What follows belongs to an exercise in optimizing a design on an open flow for small area and a short achievable clock period; a production flow would make more cautious choices.
In this exercise RTL edits were held to simulation tests only and were not proved equivalent to the original.
Power and IR drop assume default switching activity.

`flow/design.v`:
```
`default_nettype none
module rate_divider(
    input  logic clk,
    input  logic rst,
    input  logic speed_up,
    input  logic speed_down,
    input  logic speed_reset,
    output logic newclock
);
localparam logic [15:0] SAT = 16'hFFFF;
logic [15:0] mB, mP;
logic        st_up, st_dn;   
logic        st_22;          
logic [15:0] el;       
logic        hi;       
logic        rc;
logic [15:0] SA, WP;
logic [15:0] mA, S_rc, S_rc22, S_sr, S_hd, el_n, WP_n;
logic        hi_n, newclock_n, rc_n;
div_core core (
    .mB(mB), .st_up(st_up), .st_dn(st_dn), .st_22(st_22), .mP(mP), .el(el), .hi(hi), .rc(rc),
    .SA(SA), .WP(WP), .newclock(newclock),
    .mA(mA), .S_rc(S_rc), .S_sr(S_sr), .S_hd(S_hd),
    .el_n(el_n), .hi_n(hi_n), .WP_n(WP_n),
    .newclock_n(newclock_n), .rc_n(rc_n)
);
wire [15:0] mB_n = speed_reset ? 16'd22 : mP;
wire [15:0] SA_n = rc ? (speed_reset ? 16'd44 : S_rc)
                      : (speed_reset ? S_sr : S_hd);
always_ff @(posedge clk, posedge rst)
    if (rst) begin
        mB <= 16'd22;
        st_up <= 1'b0;
        st_dn <= 1'b0;
        st_22 <= 1'b0;
        mP <= 16'd22;
        el <= 16'd1;
        hi <= 1'b0;
        rc <= 1'b0;
        newclock <= 1'b0;
        SA <= 16'd22;
        WP <= 16'd22;
    end else begin
        mB <= mB_n;
        st_up <= ~speed_reset & speed_up;
        st_dn <= ~speed_reset & ~speed_up & speed_down;
        st_22 <= speed_reset & ~rc;
        mP <= mA;
        el <= el_n;
        hi <= hi_n;
        SA <= SA_n;
        WP <= WP_n;
        rc <= rc_n;
        newclock <= newclock_n;
    end
endmodule
module div_core(
    input  logic [15:0] mB,
    input  logic        st_up,
    input  logic        st_dn,
    input  logic        st_22,
    input  logic [15:0] mP,
    input  logic [15:0] el,
    input  logic        hi,
    input  logic        rc,
    input  logic [15:0] SA,
    input  logic [15:0] WP,
    input  logic        newclock,
    output logic [15:0] mA,           
    output logic [15:0] S_rc,         
    output logic [15:0] S_sr,         
    output logic [15:0] S_hd,         
    output logic [15:0] el_n,
    output logic        hi_n,
    output logic [15:0] WP_n,
    output logic        newclock_n,
    output logic        rc_n
);
localparam logic [15:0] SAT = 16'hFFFF;
function automatic logic gt16(input logic [15:0] a, input logic [15:0] c);
    logic g;
    g = 1'b0;
    for (int i = 0; i < 16; i++) g = c[i] ? (a[i] & g) : (a[i] | g);
    gt16 = g;
endfunction
function automatic logic gt17(input logic [16:0] a, input logic [16:0] c);
    logic g;
    g = 1'b0;
    for (int i = 0; i < 17; i++) g = c[i] ? (a[i] & g) : (a[i] | g);
    gt17 = g;
endfunction
function automatic logic [17:0] add17(input logic [16:0] a, input logic [16:0] b,
                                      input logic ci);
    logic c;
    c = ci;
    for (int i = 0; i < 17; i++) begin
        add17[i] = a[i] ^ b[i] ^ c;
        c = (a[i] & b[i]) | (c & (a[i] ^ b[i]));
    end
    add17[17] = c;
endfunction
logic [16:0] cm;
always_comb begin
    cm[0] = st_up | st_dn;
    for (int i = 0; i < 16; i++) begin
        mA[i] = mB[i] ^ cm[i];
        cm[i+1] = cm[i] & (mB[i] ^ st_dn);
    end
end
logic [15:0] xl;
logic [16:0] cx;
always_comb begin
    cx[0] = 1'b1;
    for (int i = 0; i < 16; i++) begin
        xl[i] = el[i] ^ cx[i];
        cx[i+1] = cx[i] & el[i];
    end
end
wire        c16  = cx[16];                  
wire        dmax = ~hi & ~(|el);
wire        ebig = hi;
wire [16:0] WA_b = st_22 ? {1'b0, el[11:0], 4'b0} : st_dn ? {1'b1, ~el} : st_up ? {1'b0, el} : 17'd0;
wire [17:0] WA_r = add17({1'b0, SA}, WA_b, st_dn);
wire [15:0] WA   = (&SA | WA_r[16]) ? SAT : WA_r[15:0];
wire [17:0] VA_r = add17({1'b0, WA}, {1'b0, mA}, 1'b0);
wire [16:0] VA   = VA_r[16:0];                           
wire [15:0] VA_s = VA[15:0];
wire        VA_c = VA[16];
wire        mA_gt25k = gt16(mA, 16'd25000);
wire        mA_gt50k = gt16(mA, 16'd50000);
wire        mP_gt50k = gt16(mP, 16'd50000);
wire        E1 = dmax ? mA_gt25k
                      : (~mA_gt50k & ~ebig & ~gt16(WA, 16'd25000) & gt17(VA, 17'd25000));
wire        E2 = dmax | (~mA_gt50k & (ebig | gt17(VA, 17'd50000)));
assign newclock_n = E1 | (~E2 & newclock);
assign rc_n       = ~E1 & E2;
wire [17:0] B_r  = add17({1'b0, WP}, hi ? {16'b0, c16} : {1'b0, mP}, 1'b0);
wire [16:0] B    = B_r[16:0];
wire [15:0] x_hi = hi ? B[15:0] : {15'b0, c16};
wire        xbig = |x_hi;
assign el_n       = rc ? 16'd2 : xl;
assign hi_n       = ~rc & xbig;
assign WP_n       = rc ? (mA[15] ? SAT : {mA[14:0], 1'b0}) : xbig ? x_hi : (VA_c ? SAT : VA_s);
wire [12:0] x   = xl[12:0];                                
wire [17:0] x3  = add17({4'b0, x[12:0]}, {3'b0, x[12:0], 1'b0}, 1'b0);
assign S_rc = mP[15] ? SAT : {mP[14:0], 1'b0};
assign S_sr = (xbig | (|xl[15:12])) ? SAT : {x3[14:0], 1'b0};
assign S_hd = (mP_gt50k | ebig | B[16]) ? SAT : B[15:0];
endmodule
module address_gen(
    input  logic        clk,
    input  logic        rst,
    input  logic        en,
    input  logic [7:0]  kbd,
    output logic        idle,
    output logic [22:0] addr
);
localparam logic [1:0] idleFW = 2'b00, idleBW = 2'b01, FW = 2'b10, BW = 2'b11;
logic [1:0]  state;
logic [22:0] nextaddr;
logic        op_up, op_dn, op_set;    
wire D = (kbd == 8'h44) | (kbd == 8'h64);
wire E = (kbd == 8'h45) | (kbd == 8'h65);
wire B = (kbd == 8'h42) | (kbd == 8'h62);
wire F = (kbd == 8'h46) | (kbd == 8'h66);
wire R = (kbd == 8'h52) | (kbd == 8'h72);
wire wrapF = addr == 23'h7ffff;
wire wrapB = addr == 23'd0;
assign idle = state[1];
wire s_iF = state == idleFW;
wire s_iB = state == idleBW;
wire s_F  = state == FW;
wire s_B  = state == BW;
wire sel_up   = (s_iF & E) | (s_iB & B) | (s_F & ~wrapF & ~R & ~B & ~D)
              | (s_B & ~wrapB & ~R & F);
wire sel_dn   = (s_F & ~wrapF & ~R & B) | (s_B & ~wrapB & ~R & ~F & ~D);
wire sel_top  = s_B & (wrapB | R);
wire sel_hold = ((s_iF | s_iB) & ~R & ~sel_up)
              | ((s_F | s_B) & ~(s_F ? wrapF : wrapB) & ~R & D);
logic [1:0] state_n;
always_comb begin
    state_n = state;
    case (state)
    idleFW: if (~R & B) state_n = idleBW;
            else if (~R & E) state_n = FW;
    idleBW: if (~R & F) state_n = idleFW;
            else if (~R & B) state_n = BW;
    FW:     if (~wrapF & ~R & B) state_n = BW;
            else if (~wrapF & ~R & D) state_n = idleFW;
    default: if (~wrapB & ~R & F) state_n = FW;
            else if (~wrapB & ~R & D) state_n = idleBW;
    endcase
end
logic [22:0] flip;
always_comb begin
    flip[0] = op_up | op_dn;
    for (int i = 1; i < 23; i++) flip[i] = flip[i-1] & (nextaddr[i-1] ^ op_dn);
end
wire [22:0] applied = op_set ? (op_dn ? 23'h7ffff : 23'd0) : (nextaddr ^ flip);
always_ff @(posedge clk, posedge rst)
    if (rst) begin
        state    <= idleFW;
        nextaddr <= 23'd0;
        addr     <= 23'd0;
        op_up    <= 1'b0;
        op_dn    <= 1'b0;
        op_set   <= 1'b0;
    end else if (en) begin
        addr     <= nextaddr;
        nextaddr <= addr;
        state    <= state_n;
        op_up    <= sel_up;
        op_dn    <= sel_dn | sel_top;
        op_set   <= ~(sel_up | sel_dn | sel_hold);
    end else begin
        nextaddr <= applied;
        op_up    <= 1'b0;
        op_dn    <= 1'b0;
        op_set   <= 1'b0;
    end
endmodule
module flash_fsm(
    input  logic        clk,
    input  logic        rst,
    input  logic        direction,
    input  logic [31:0] readdata,
    input  logic        readdatavalid,
    input  logic        idle,
    input  logic        newclock1,
    output logic [15:0] audiodata,
    output logic        flash_read,
    output logic [3:0]  flash_byteenable
);
localparam logic [2:0] START = 3'b110, READ = 3'b111, WAITREAD = 3'b100,
                       PLAY1 = 3'b000, PLAY2 = 3'b001;
logic [2:0] state;
always_ff @(posedge clk, posedge rst)
    if (rst) begin
        state     <= START;
        audiodata <= 16'b0;
    end else
        case (state)
        START:    if (idle) state <= READ;
        READ:     state <= WAITREAD;
        WAITREAD: if (readdatavalid) state <= PLAY1;
        PLAY1: begin
            audiodata <= direction ? readdata[31:16] : readdata[15:0];
            if (newclock1) state <= direction ? START : PLAY2;
        end
        PLAY2: begin
            audiodata <= direction ? readdata[15:0] : readdata[31:16];
            if (newclock1) state <= START;
        end
        default:  state <= START;
        endcase
assign flash_read       = state[2];
assign flash_byteenable = {4{state[1]}};
endmodule
`default_nettype wire
`default_nettype none
module ipod_player(
    input  logic        clk,
    input  logic        reset,
    input  logic [7:0]  kbd_ascii,
    input  logic        speed_up,
    input  logic        speed_down,
    input  logic        speed_reset,
    input  logic        direction,
    input  logic [31:0] flash_readdata,
    input  logic        flash_readdatavalid,
    output logic        flash_read,
    output logic [3:0]  flash_byteenable,
    output logic [22:0] flash_address,
    output logic [15:0] audio_data,
    output logic        sample_clk
);
logic newclock1;      
logic newclock1_q;    
logic edgeclock1;     
logic idle;
rate_divider div1 (
    .clk(clk), .rst(reset),
    .speed_up(speed_up), .speed_down(speed_down), .speed_reset(speed_reset),
    .newclock(newclock1)
);
always_ff @(posedge clk, posedge reset)
    if (reset) begin
        newclock1_q <= 1'b0;
        edgeclock1  <= 1'b0;
    end else begin
        newclock1_q <= newclock1;
        edgeclock1  <= newclock1_q;
    end
address_gen addressset (
    .clk(clk), .rst(reset),
    .en(newclock1 & ~newclock1_q),
    .kbd(kbd_ascii),
    .idle(idle),
    .addr(flash_address)
);
flash_fsm flash (
    .clk(clk), .rst(reset),
    .direction(direction),
    .readdata(flash_readdata),
    .readdatavalid(flash_readdatavalid),
    .idle(idle),
    .newclock1(edgeclock1),
    .audiodata(audio_data),
    .flash_read(flash_read),
    .flash_byteenable(flash_byteenable)
);
assign sample_clk = newclock1;
endmodule
`default_nettype wire
```
`flow/flow/run.sh`:
```
#!/bin/bash
# Layout flow:
#  2. the same synthesis again, with its combinational logic mapped again by
#     ABC for area (flow/synth_remap.tcl);
#     the registers must come out exactly as in 1 (names and cell types),
#     otherwise the flow goes on with the standard synthesis;
#  3. the standard layout, with port buffers made from buf_1 and a clock
#     tree without dummy loads.
set -euo pipefail
WORK=$(pwd)
R=$WORK/orfs/results/sky130hd/ipod_player/base
LIB=$FLOW_HOME/platforms/sky130hd/lib/sky130_fd_sc_hd__tt_025C_1v80.lib
export BUFFER_PORTS_ARGS="-buffer_cell sky130_fd_sc_hd__buf_1"
CTS="-sink_clustering_enable -repair_clock_nets -buf_list sky130_fd_sc_hd__clkbuf_8 -dont_use_dummy_load"

# list of (register instance, cell type) in a netlist
regs() { grep -oE '^\s*sky130_fd_sc_hd__(df|sdf|edf)\w+\s+\S+' "$1" | awk '{print $2, $1}' | sort; }

# 1. standard synthesis
bash standard.sh synth > flow_1_synth_standard.log 2>&1
cp $R/1_2_yosys.v $WORK/netlist_standard.v
regs $WORK/netlist_standard.v > $WORK/regs_standard.txt

# 2. synthesis with re-mapping
python3 flow/genmodels.py $LIB $WORK/comb_models.v '__fa_[0-9]' > flow_2_models.log 2>&1
export REMAP_MODELS=$WORK/comb_models.v
export REMAP_ABC_SCRIPT=$WORK/flow/abc_area.script
sed "s|SYNTH_SCRIPT=[^ ]*|SYNTH_SCRIPT=$WORK/flow/synth_remap.tcl|" standard.sh > $WORK/remap_standard.sh
rm -rf $WORK/orfs
if bash remap_standard.sh synth > flow_3_synth_remap.log 2>&1 \
   && regs $R/1_2_yosys.v > $WORK/regs_remap.txt \
   && cmp -s $WORK/regs_standard.txt $WORK/regs_remap.txt; then
  echo "re-mapped synthesis used" > flow_choice.txt
  SH=remap_standard.sh
else
  echo "re-mapped synthesis not used; standard synthesis instead" > flow_choice.txt
  rm -rf $WORK/orfs
  bash standard.sh synth > flow_3_synth_standard_again.log 2>&1
  SH=standard.sh
fi

# 3. layout
bash $SH finish CTS_ARGS="$CTS" > flow_4_layout.log 2>&1
```
`flow/flow/abc_area.script`:
```
strash
&get -n
&fraig -x
&put
scorr
dc2
strash
&get -n
&dch -f
&nf -R 2000
&put
strash
&get -n
&dch -f
&nf -R 2000
&put
strash
&get -n
&dch -f
&nf -R 2000
&put
strash
&get -n
&dch -f
&nf -R 2000
&put
```
`flow/flow/genmodels.py`:
```
# Writes Verilog models (one assign per output, from the liberty 'function')
# of the combinational cells of a liberty file.
# usage: genmodels.py LIBERTY OUT.v [SKIP_REGEX]
# Cells whose names match SKIP_REGEX get no model (they stay as they are).
import re, sys
lib = open(sys.argv[1]).read()
out = []
names = []
pos = 0
for m in re.finditer(r'\n\s*cell\s*\(\s*"?(\w+)"?\s*\)\s*\{', lib):
    name = m.group(1)
    if len(sys.argv) > 3 and re.search(sys.argv[3], name): continue
    # find the cell body by brace matching
    i = m.end(); depth = 1
    while depth:
        c = lib[i]
        if c == '{': depth += 1
        elif c == '}': depth -= 1
        i += 1
    body = lib[m.end():i]
    if re.search(r'\b(ff|latch|statetable)\s*\(', body) or 'three_state' in body: continue
    pins = []
    for pm in re.finditer(r'\n\s*pin\s*\(\s*"?(\w+)"?\s*\)\s*\{', body):
        j = pm.end(); d = 1
        while d:
            c = body[j]
            if c == '{': d += 1
            elif c == '}': d -= 1
            j += 1
        pb = body[pm.end():j]
        dirm = re.search(r'direction\s*:\s*"?(\w+)"?', pb)
        fm = re.search(r'\bfunction\s*:\s*"([^"]*)"', pb)
        pins.append((pm.group(1), dirm.group(1) if dirm else None, fm.group(1) if fm else None))
    outs = [p for p in pins if p[1] == 'output']
    ins = [p for p in pins if p[1] == 'input']
    if not outs or any(o[2] is None for o in outs): continue
    def conv(f):
        f = f.replace('!', '~').replace('*', '&').replace('+', '|')
        # juxtaposition AND: "A B" -> "A & B"
        f = re.sub(r'(\w|\))\s+(?=(\w|\(|~))', r'\1 & ', f)
        return f
    decl = ', '.join([f'input {p[0]}' for p in ins] + [f'output {p[0]}' for p in outs])
    lines = [f'module {name}({decl});'] + [f'  assign {o[0]} = {conv(o[2])};' for o in outs] + ['endmodule']
    out.append('\n'.join(lines)); names.append(name)
open(sys.argv[2], 'w').write('\n'.join(out) + '\n')
print(len(names), 'models')
```
`flow/flow/synth_remap.tcl`:
```
# The standard flow's synthesis script (synth_recipe.tcl) with one step added: after ORFS's
# synthesis, the combinational cells are mapped again by ABC: the logic fed by
# the keyboard input with ORFS's own (delay-oriented) ABC script, the rest with
# an area-oriented script (flow/abc_area.script). The full adders and the
# registers are left as they are. The design is then flattened and renamed as
# synth_recipe.tcl does.
proc synth {args} { yosys synth -nofsm -noshare {*}$args }
source $::env(SCRIPTS_DIR)/synth.tcl

techmap -map $::env(REMAP_MODELS)
opt -purge
techmap
opt -fast -purge
select -set kbd_cone {w:kbd_ascii} %coe* {t:$_*} %i
abc {*}$abc_args @kbd_cone
select -clear
abc {*}$lib_args {*}$lib_dont_use_args -script $::env(REMAP_ABC_SCRIPT) {t:$_*}
opt_clean -purge

# left out here: clear keep_hierarchy, flatten, clean up
splitnets
opt_clean -purge
hilomap -singleton \
    -hicell {*}$::env(TIEHI_CELL_AND_PORT) \
    -locell {*}$::env(TIELO_CELL_AND_PORT)
insbuf -buf sky130_fd_sc_hd__buf_1 A X
check -assert -mapped
tee -o $::env(REPORTS_DIR)/synth_remap_stat.txt stat {*}$lib_args
# left out here: hide names made inside functions, write 1_2_yosys.v
```
`flow/standard.sh`:
```
#!/bin/bash
# synth_recipe.tcl (not shown) runs the flow's synth.tcl, then flattens the netlist and writes it again
# the make line also repeats each setting of config.mk as NAME=value (left out here)
make -C /OpenROAD-flow-scripts/flow DESIGN_CONFIG=/design/flow/config.mk WORK_HOME=/design/flow/orfs CLKGATE_MAP_FILE= SYNTH_SCRIPT=/design/flow/synth_recipe.tcl "${@:-finish}"
```
`flow/config.mk`:
```
export PLATFORM = sky130hd
export DESIGN_NAME = ipod_player
export DESIGN_NICKNAME = ipod_player
export VERILOG_FILES = /design/flow/design.v
export SDC_FILE = /design/flow/constraint.sdc
export NUM_CORES = 4
export LEC_CHECK = 0
export CAP_MARGIN = 20
export CORE_MARGIN = 2
export CORE_UTILIZATION = 60
export CTS_BUF_LIST = sky130_fd_sc_hd__clkbuf_8
export SETUP_SLACK_MARGIN = 5
export SLEW_MARGIN = 20
```
`flow/constraint.sdc`:
```
create_clock -name core_clock -period 100.0 [get_ports {clk}]
set_input_delay 20.0000 -clock core_clock [delete_from_list [all_inputs] [get_ports {clk}]]
set_output_delay 20.0000 -clock core_clock [all_outputs]
set_load 0.01 [all_outputs]
```
==> results.json, run 1 <==
{
  "hold_path_class": "reg2reg",
  "syn-num-nets": 1210,
  "layout_commonest_cell": "nor2_1",
  "globalplace.congestion": 0.9513,
  "drive_gt1_share_pct": 4.840,
  "powerDensity_nw_per_um2": 29.49,
  "grt_use_met1_pct": 40.36,
  "grt_pass1_wl_mm": 41.37,
  "cts.repair.resized": 0,
  "fin_area_um2": 10720,
  "dp_hpwl_mm": 18.60,
  "worst_pin_slew_ps": 1035,
  "min_from": "div1.newclock",
  "final_cell_mix": "nor2_1, dfrtp_1, nand2_1",
  "track_usage_pct": 30.02,
  "wl_per_cell_um": 17.70,
  "drtPass1Iterations": 7,
  "r2r-start": "div1.st_dn",
  "grt_antenna_before_repair": 0,
  "arrival_ps": 21590,
  "tns_ps": 0,
  "die_height_um": 131.7,
  "die_area_um2": 17330,
  "port_buffers": 90,
  "vias_per_cell": 5.901,
  "power.total_uw": 316.0,
  "cap_viol_max_count": 0,
  "clock_sink_count": 158,
  "rows": 46,
  "drc": 0,
  "critPathLaunchType": "input port",
  "pin_count": 92,
  "place_area_um2": 10470,
  "area_growth_pct": 9.611,
  "syn_area_um2": 9777,
  "drtAntennaViolNets": 0,
  "clock_path_buffers": 2,
  "die_x_um": 131.7,
  "met3_usage_pct": 4.745,
  "vdd.ir_drop.worst_uv": 16.84,
  "stdcell_count": 1435,
  "maxSlewHeadroom_pct": 31.01,
  "rsz0062_at_grt": "false",
  "p_leak_uw": 0.004396,
  "drv_slew": 0,
  "cts_buffers": 17,
  "nFillCells": 1385,
  "cts_tree": "yes",
  "drt-initial-drc-count": 596,
  "syn_inst": 1106,
  "r2r_slack_ps": 84770,
  "fin_nets": 1325,
  "hold_ws_ps": 429.5,
  "rr_endpoint": "div1.WP[11]",
  "end_kind": "register",
  "grt_util_met2_pct": 51.11,
  "worstHoldPathCells": 0,
  "r2r_cells": 52,
  "setup_viol": 0,
  "seqCellArea_um2": 3973,
  "wirelength_mm": 25.40,
  "finClkSkew_ps": 26.52,
  "postCtsSetupBuffers": 0,
  "path_class": "in2reg",
  "fmax_mhz": 47.01,
  "cts_hold_buf": 0,
  "busiest_layer": "met2",
  "num_vias": 8468,
  "clk-insertion-delay-late_ps": 450,
  "post-route-period-util_pct": 21.27,
  "grt_max_degree": 92,
  "antenna_cells": 0,
  "hold_end": "newclock1_q",
  "multi_input_area_um2": 5540,
  "period_needed_ps": 21270,
  "crit_fanout": 12,
  "cts_max_level": 4,
  "grt_overflow": 0,
  "critPathRequiredTime_ps": 100320,
  "core_area_um2": 15890,
  "dp.cells": 1418,
  "hold_viol": 0,
  "status": "timing/DRC/antenna clean",
  "initial_core_util_pct": 61.55,
  "clkTransAtPathRegs_ps": 90,
  "synth.avg_cell_area_um2": 8.840,
  "root_buffer": "clkbuf_8",
  "grt_pass1_vias": 7938,
  "ys.warnings.count": 5
}
==> worst max path at each step <==
stage	start	to	slack (ps)	cells after the start
3_3_place_gp	speed_reset	div1.SA[0]	78160	7
6_report	kbd_ascii[1]	addressset.state[1]	78730	6
3_5_place_dp	kbd_ascii[1]	addressset.state[0]	78320	6
2_1_floorplan	reset	addressset.addr[0]	77200	1
4_1_cts	kbd_ascii[1]	addressset.state[1]	78760	6
5_1_grt	reset	div1.el[1]	78560	3
==> worst max-delay path: stages <==
cell and delay [ps]:
buf_1 360, and4b_1 250, a31o_1 210, a311oi_1 270, or3_4 200, mux2_4 290
==> final cells by class <==
class	instances	area share, %
multi-input cells	871	51.70
flip-flops and latches	158	37.07
repair buffers	102	3.993
inverters	71	2.534
well taps	216	2.522
clock buffers	17	2.183
==> power by group <==
group | switching [uW] | internal, uW | total [uW]
clock network | 20.3 | 15.0 | 35.4
registers | 23.8 | 88.2 | 112
logic | 99.1 | 69.6 | 169
total | 143 | 173 | 316
==> sequential cells by signal (all words and copies together) (netlist names), 16 cells and up <==
signal / count
addressset.addr: 23
addressset.nextaddr: 23
div1.SA: 16
div1.WP: 16
div1.el: 16
div1.mB: 16
div1.mP: 16
flash.audiodata: 16
==> routing by layer <==
| metal | part of all wire, % | wire [um] | vias to the layer above |
|---|---|---|---|
| li1 | - | - | 4079 |
| met1 | 43 | 10950 | 4111 |
| met2 | 51 | 12910 | 245 |
| met3 | 4.2 | 1064 | 33 |
| met4 | 1.9 | 475 | 0 |
| met5 | 0 | 0 | - |
==> metrics by stage <==
step | setup slack, ps | util, %
floorplan | 77200 | -
global placement | 78160 | 65.87
detailed placement | 78320 | 65.91
CTS | 78760 | 67.38
global route | 78560 | 67.46
finish | 78730 | 67.46
==> inputs of run 2 (changes only) <==
--- a/flow/flow/synth_remap.tcl
+++ b/flow/flow/synth_remap.tcl
@@ -23,7 +23,7 @@
 hilomap -singleton \
     -hicell {*}$::env(TIEHI_CELL_AND_PORT) \
     -locell {*}$::env(TIELO_CELL_AND_PORT)
-insbuf -buf sky130_fd_sc_hd__buf_1 A X
+insbuf -buf {*}$::env(MIN_BUF_CELL_AND_PORTS)
 check -assert -mapped
 tee -o $::env(REPORTS_DIR)/synth_remap_stat.txt stat {*}$lib_args
 # left out here: hide names made inside functions, write 1_2_yosys.v
==> run 2 against run 1 <==
  * Register-to-register slack worse by 140 ps
  * Total power is 0.44% higher
  * Hold slack worse by 19 ps
  * Cell count is 0.14% higher
  * Fmax is 0.15% higher
  * Synthesized area is 0.15% higher
  * Clock-buffer cell count is the same
  * Largest cell class unchanged
  * Largest power group unchanged
  * Highest routed layer unchanged
==> results.json, run 2 <==
{
  "grt_antenna_before_repair": 0,
  "hold_viol": 0,
  "clk-insertion-delay-late_ps": 460,
  "hold_path_class": "reg2reg",
  "cts.repair.resized": 0,
  "drive_gt1_share_pct": 4.996,
  "dp_hpwl_mm": 18.69,
  "initial_core_util_pct": 61.42,
  "place_area_um2": 10480,
  "port_buffers": 90,
  "cts_max_level": 4,
  "final_cell_mix": "nor2_1, dfrtp_1, nand2_1",
  "nFillCells": 1420,
  "multi_input_area_um2": 5540,
  "num_vias": 8516,
  "drtAntennaViolNets": 0,
  "cp.depth": 1,
  "fin_nets": 1327,
  "globalplace.congestion": 0.9233,
  "worst_pin_slew_ps": 1045,
  "critPathTopFamily": "flip-flops",
  "critPathRequiredTime_ps": 80000,
  "track_usage_pct": 30.33,
  "grt_pass1_vias": 8107,
  "wl_per_cell_um": 17.76,
  "grt_overflow": 0,
  "die_x_um": 131.8,
  "drtPass1Iterations": 5,
  "tns_ps": 0,
  "die_area_um2": 17360,
  "vias_per_cell": 5.926,
  "synth.avg_cell_area_um2": 8.853,
  "min_from": "div1.newclock",
  "drt-initial-drc-count": 707,
  "layout_commonest_cell": "nor2_1",
  "wirelength_mm": 25.52,
  "drc": 0,
  "powerDensity_nw_per_um2": 29.58,
  "fmax_mhz": 47.08,
  "worstHoldPathCells": 0,
  "clkTransAtPathRegs_ps": 90,
  "post-route-period-util_pct": 21.24,
  "period_needed_ps": 21240,
  "grt_max_degree": 85,
  "postCtsSetupBuffers": 0,
  "critPathLaunchType": "register",
  "cts_hold_buf": 0,
  "slowest_stage": "dfstp_2",
  "end_kind": "output pin",
  "rsz0062_at_grt": "false",
  "cts_buffers": 17,
  "grt_pass1_wl_mm": 41.62,
  "pin_count": 92,
  "largestRegisters": "addressset.addr: 23 flops, addressset.nextaddr: 23 flops",
  "path_class": "reg2out",
  "root_buffer": "clkbuf_8",
  "clock_path_buffers": 2,
  "status": "timing/DRC/antenna clean",
  "syn_area_um2": 9792,
  "setup_viol": 0,
  "ys.warnings.count": 5,
  "drv_slew": 0,
  "syn-num-nets": 1210,
  "r2r-start": "div1.st_dn",
  "p_leak_uw": 0.004405,
  "crit_fanout": 9,
  "cap_viol_max_count": 0,
  "slowest_delay_ps": 610,
  "arrival_ps": 1240,
  "die_height_um": 131.8,
  "cts_tree": "yes",
  "finClkSkew_ps": 22.66,
  "cp_cell_sequence": "buf_1",
  "rows": 46,
  "fin_area_um2": 10730,
  "antenna_cells": 0,
  "syn_inst": 1106,
  "clock_sink_count": 158,
  "crit_start": "flash.state[1]",
  "vdd.ir_drop.worst_uv": 13.51,
  "core_area_um2": 15940,
  "r2r_cells": 53,
  "critPathBufInv": 1,
  "area_growth_pct": 9.596,
  "maxSlewHeadroom_pct": 30.19,
  "seqCellArea_um2": 3973
}
run 2: area by class of cell:
cell class / count / share of cell area [%]
multi-input cells: 871 / 51.63
flip-flops and latches: 158 / 37.02
repair buffers: 104 / 4.127
inverters: 71 / 2.530
well taps: 216 / 2.518
clock buffers: 17 / 2.180
run 2: layer usage:
layer  routed length (um)  share of wire (%)  global-route usage (%)
met1                10810                 42                   40.21
met5                    0                  0                       0
met4                  773                3.0                   12.38
met2                12690                 50                   51.13
met3                 1247                4.9                   3.806
run 2: final timing paths:
check / to / slack (ps)
hold / removal: newclock1_q / 410
min in group asynchronous: flash.audiodata[8] / 19710
hold reg to reg: newclock1_q / 410
setup / recovery: flash_byteenable[0] / 78760
max in group asynchronous: div1.el[1] / 78790
setup reg to reg: div1.newclock / 84630
run 2: through the flow:
| stage | total power [uW] | std cells | setup WS [ps] | hold slack, ps | utilization (%) |
|---|---|---|---|---|---|
| floorplan | 230.8 | 1106 | 77200 | 354.6 | - |
| global placement | 276.5 | 1420 | 78180 | 389.8 | 65.73 |
| detailed placement | 281.7 | 1420 | 78120 | 393.6 | 65.73 |
| CTS | 317.8 | 1437 | 78580 | 411.8 | 67.20 |
| global route | 345.9 | 1437 | 78460 | 424.2 | 67.31 |
| finish | 317.4 | 1437 | 78760 | 410.4 | 67.31 |
run 2: power by group:
group	internal, uW	switching (uW)
Sequential	88.2	23.8
Clock	15.0	20.8
Combinational	70.2	99.4
==> inputs of run 3 (changes only) <==
--- a/flow/flow/run.sh
+++ b/flow/flow/run.sh
@@ -11,7 +11,7 @@
 R=$WORK/orfs/results/sky130hd/ipod_player/base
 LIB=$FLOW_HOME/platforms/sky130hd/lib/sky130_fd_sc_hd__tt_025C_1v80.lib
 export BUFFER_PORTS_ARGS="-buffer_cell sky130_fd_sc_hd__buf_1"
-CTS="-sink_clustering_enable -repair_clock_nets -buf_list sky130_fd_sc_hd__clkbuf_8 -dont_use_dummy_load"
+CTS="-sink_clustering_enable -repair_clock_nets -buf_list {sky130_fd_sc_hd__clkbuf_4 sky130_fd_sc_hd__clkbuf_8} -dont_use_dummy_load"
 
 # list of (register instance, cell type) in a netlist
 regs() { grep -oE '^\s*sky130_fd_sc_hd__(df|sdf|edf)\w+\s+\S+' "$1" | awk '{print $2, $1}' | sort; }
==> run 3 against run 2 <==
  * Global-route usage unchanged
  * Synthesized cell count unchanged
  * Register-to-register slack about the same
  * Clock skew unchanged
  * Hold slack unchanged
  * Sequential power about the same
  * Via count unchanged
  * Total power unchanged
  * Critical path depth unchanged
  * Setup slack unchanged
  * Clock-buffer cell count unchanged
  * Die area unchanged
  * Critical path type unchanged
==> results.json, run 3 <==
{
  "status": "timing/DRC/antenna clean",
  "dp_hpwl_mm": 18.69,
  "post-route-period-util_pct": 21.24,
  "largestRegisters": "addressset.addr: 23 flops, addressset.nextaddr: 23 flops",
  "hold_path_class": "reg2reg",
  "end_kind": "output pin",
  "drtAntennaViolNets": 0,
  "min_from": "div1.newclock",
  "ys.warnings.count": 5,
  "path_class": "reg2out",
  "powerDensity_nw_per_um2": 29.58,
  "layout_commonest_cell": "nor2_1",
  "busiest_layer": "met2",
  "syn_inst": 1106,
  "grt_util_met2_pct": 51.13,
  "grt_overflow": 0,
  "slowest_delay_ps": 610,
  "num_vias": 8516,
  "seqCellArea_um2": 3973,
  "die_x_um": 131.8,
  "multi_input_area_um2": 5540,
  "grt_antenna_before_repair": 0,
  "p_leak_uw": 0.004405,
  "clk-insertion-delay-late_ps": 460,
  "track_usage_pct": 30.33,
  "core_area_um2": 15940,
  "clock_path_buffers": 2,
  "critPathBufInv": 1,
  "root_buffer": "clkbuf_8",
  "grt_max_degree": 85,
  "postCtsSetupBuffers": 0,
  "antenna_cells": 0,
  "nFillCells": 1420,
  "seq_power_share_pct": 35.3,
  "setup_viol": 0,
  "globalplace.congestion": 0.9233,
  "drv_slew": 0,
  "vias_per_cell": 5.926,
  "switching_power_uw": 144.0,
  "die_height_um": 131.8,
  "utilization_pct": 67.31,
  "grt_use_met1_pct": 40.21,
  "tns_ps": 0,
  "maxSlewHeadroom_pct": 30.19,
  "syn_area_um2": 9792,
  "rsz0062_at_grt": "false",
  "critPathRequiredTime_ps": 80000,
  "p_int_uw": 173.4,
  "drive_gt1_share_pct": 4.996,
  "cts_buffers": 17,
  "cts.repair.resized": 0,
  "cp_cell_sequence": "buf_1",
  "initial_core_util_pct": 61.42,
  "worst_pin_slew_ps": 1045,
  "slowest_stage": "dfstp_2",
  "drt-initial-drc-count": 707,
  "vdd.ir_drop.worst_uv": 13.51,
  "rows": 46,
  "fin_nets": 1327,
  "hold_viol": 0,
  "pwr-share-clk_pct": 11.3,
  "critPathLaunchType": "register",
  "critPathTopFamily": "flip-flops",
  "arrival_ps": 1240,
  "finClkSkew_ps": 22.66,
  "cts_tree": "yes",
  "fmax_mhz": 47.08,
  "port_buffers": 90,
  "switching_share_pct": 45.37,
  "comb_power_share_pct": 53.4,
  "pin_count": 92,
  "die_area_um2": 17360,
  "syn-num-nets": 1210,
  "met3_usage_pct": 3.806,
  "drtPass1Iterations": 5,
  "synth.avg_cell_area_um2": 8.853,
  "grt_pass1_wl_mm": 41.62,
  "r2r-start": "div1.st_dn",
  "drc": 0,
  "crit_fanout": 9,
  "cts_hold_buf": 0,
  "grt_pass1_vias": 8107,
  "period_needed_ps": 21240,
  "area_growth_pct": 9.596,
  "final_cell_mix": "nor2_1, dfrtp_1, nand2_1",
  "clock_sink_count": 158,
  "cts_max_level": 4,
  "wirelength_mm": 25.52,
  "clkTransAtPathRegs_ps": 90,
  "crit_start": "flash.state[1]",
  "wl_per_cell_um": 17.76,
  "cap_viol_max_count": 0
}
## run 3: metrics by stage
| stage | setup slack, ps | total power [uW] | std cells | hold WS, ps | area [um2] |
|---|---|---|---|---|---|
| after floorplan | 77200 | 230.8 | 1106 | 354.6 | 9792 |
| after global placement | 78180 | 276.5 | 1420 | 389.8 | 10480 |
| after detailed placement | 78120 | 281.7 | 1420 | 393.6 | 10480 |
| after CTS | 78580 | 317.8 | 1437 | 411.8 | 10710 |
| after global routing | 78460 | 345.9 | 1437 | 424.2 | 10730 |
| final | 78760 | 317.4 | 1437 | 410.4 | 10730 |
## run 3: final timing paths
kind / to / slack (ps) / depth (start not counted)
max in group asynchronous: div1.el[1] / 78790 / 3
min in group asynchronous: flash.audiodata[8] / 19710 / 2
hold / removal: newclock1_q / 410 / 0
hold reg to reg: newclock1_q / 410 / 0
setup reg to reg: div1.newclock / 84630 / 53
setup / recovery: flash_byteenable[0] / 78760 / 1
## run 3: layout make-up
class                           instances  area share, %
Multi-Input combinational cell        871          51.63
Sequential cell                       158          37.02
Timing Repair Buffer                  104          4.127
Inverter                               71          2.530
Tap cell                              216          2.518
Clock buffer                           17          2.180
## run 3: routing by layer
metal	wire length, um	vias up
met1	10810	4114
li1	-	4081
met5	0	-
met2	12690	273
met3	1247	48
met4	773	0
## run 3: power by group through the flow
| stage | sequential, uW | clock (uW) | combinational, uW |
|---|---|---|---|
| finish | 112 | 35.8 | 170 |
| global route | 115 | 38.7 | 192 |
| CTS | 111 | 36.5 | 170 |
| detailed placement | 113 | 0 | 169 |
| global placement | 112 | 0 | 164 |
| floorplan | 112 | 0 | 119 |

==> static timing again, ports no longer ideal <==
Ports are ideal in the flow. The routed layouts listed here were re-timed in OpenROAD. Step 1 assumes that a clkbuf_16 drives the clock port and a buf_2 every other input. Step 2 also shifts input and output timing later by t, the mid clock arrival at the registers, as if the neighbouring blocks saw the same clock. Three values: ideal ports, drivers, drivers and shift; two values: the first two.
run | t, ns | slack for setup (ns) | cell pins on the clock port's net
run 1 | 0.481 | 78.727 / 78.740 / 78.260 | 1
run 2 | 0.492 | 78.760 / 78.718 / 78.304 | 1
run 3 | 0.492 | 78.760 / 78.718 / 78.304 | 1
After both steps setup and hold are still met in every run listed. The setup slack of run 1, which loses most, moves by +0.013 ns with the drivers and by -0.467 ns with both steps.
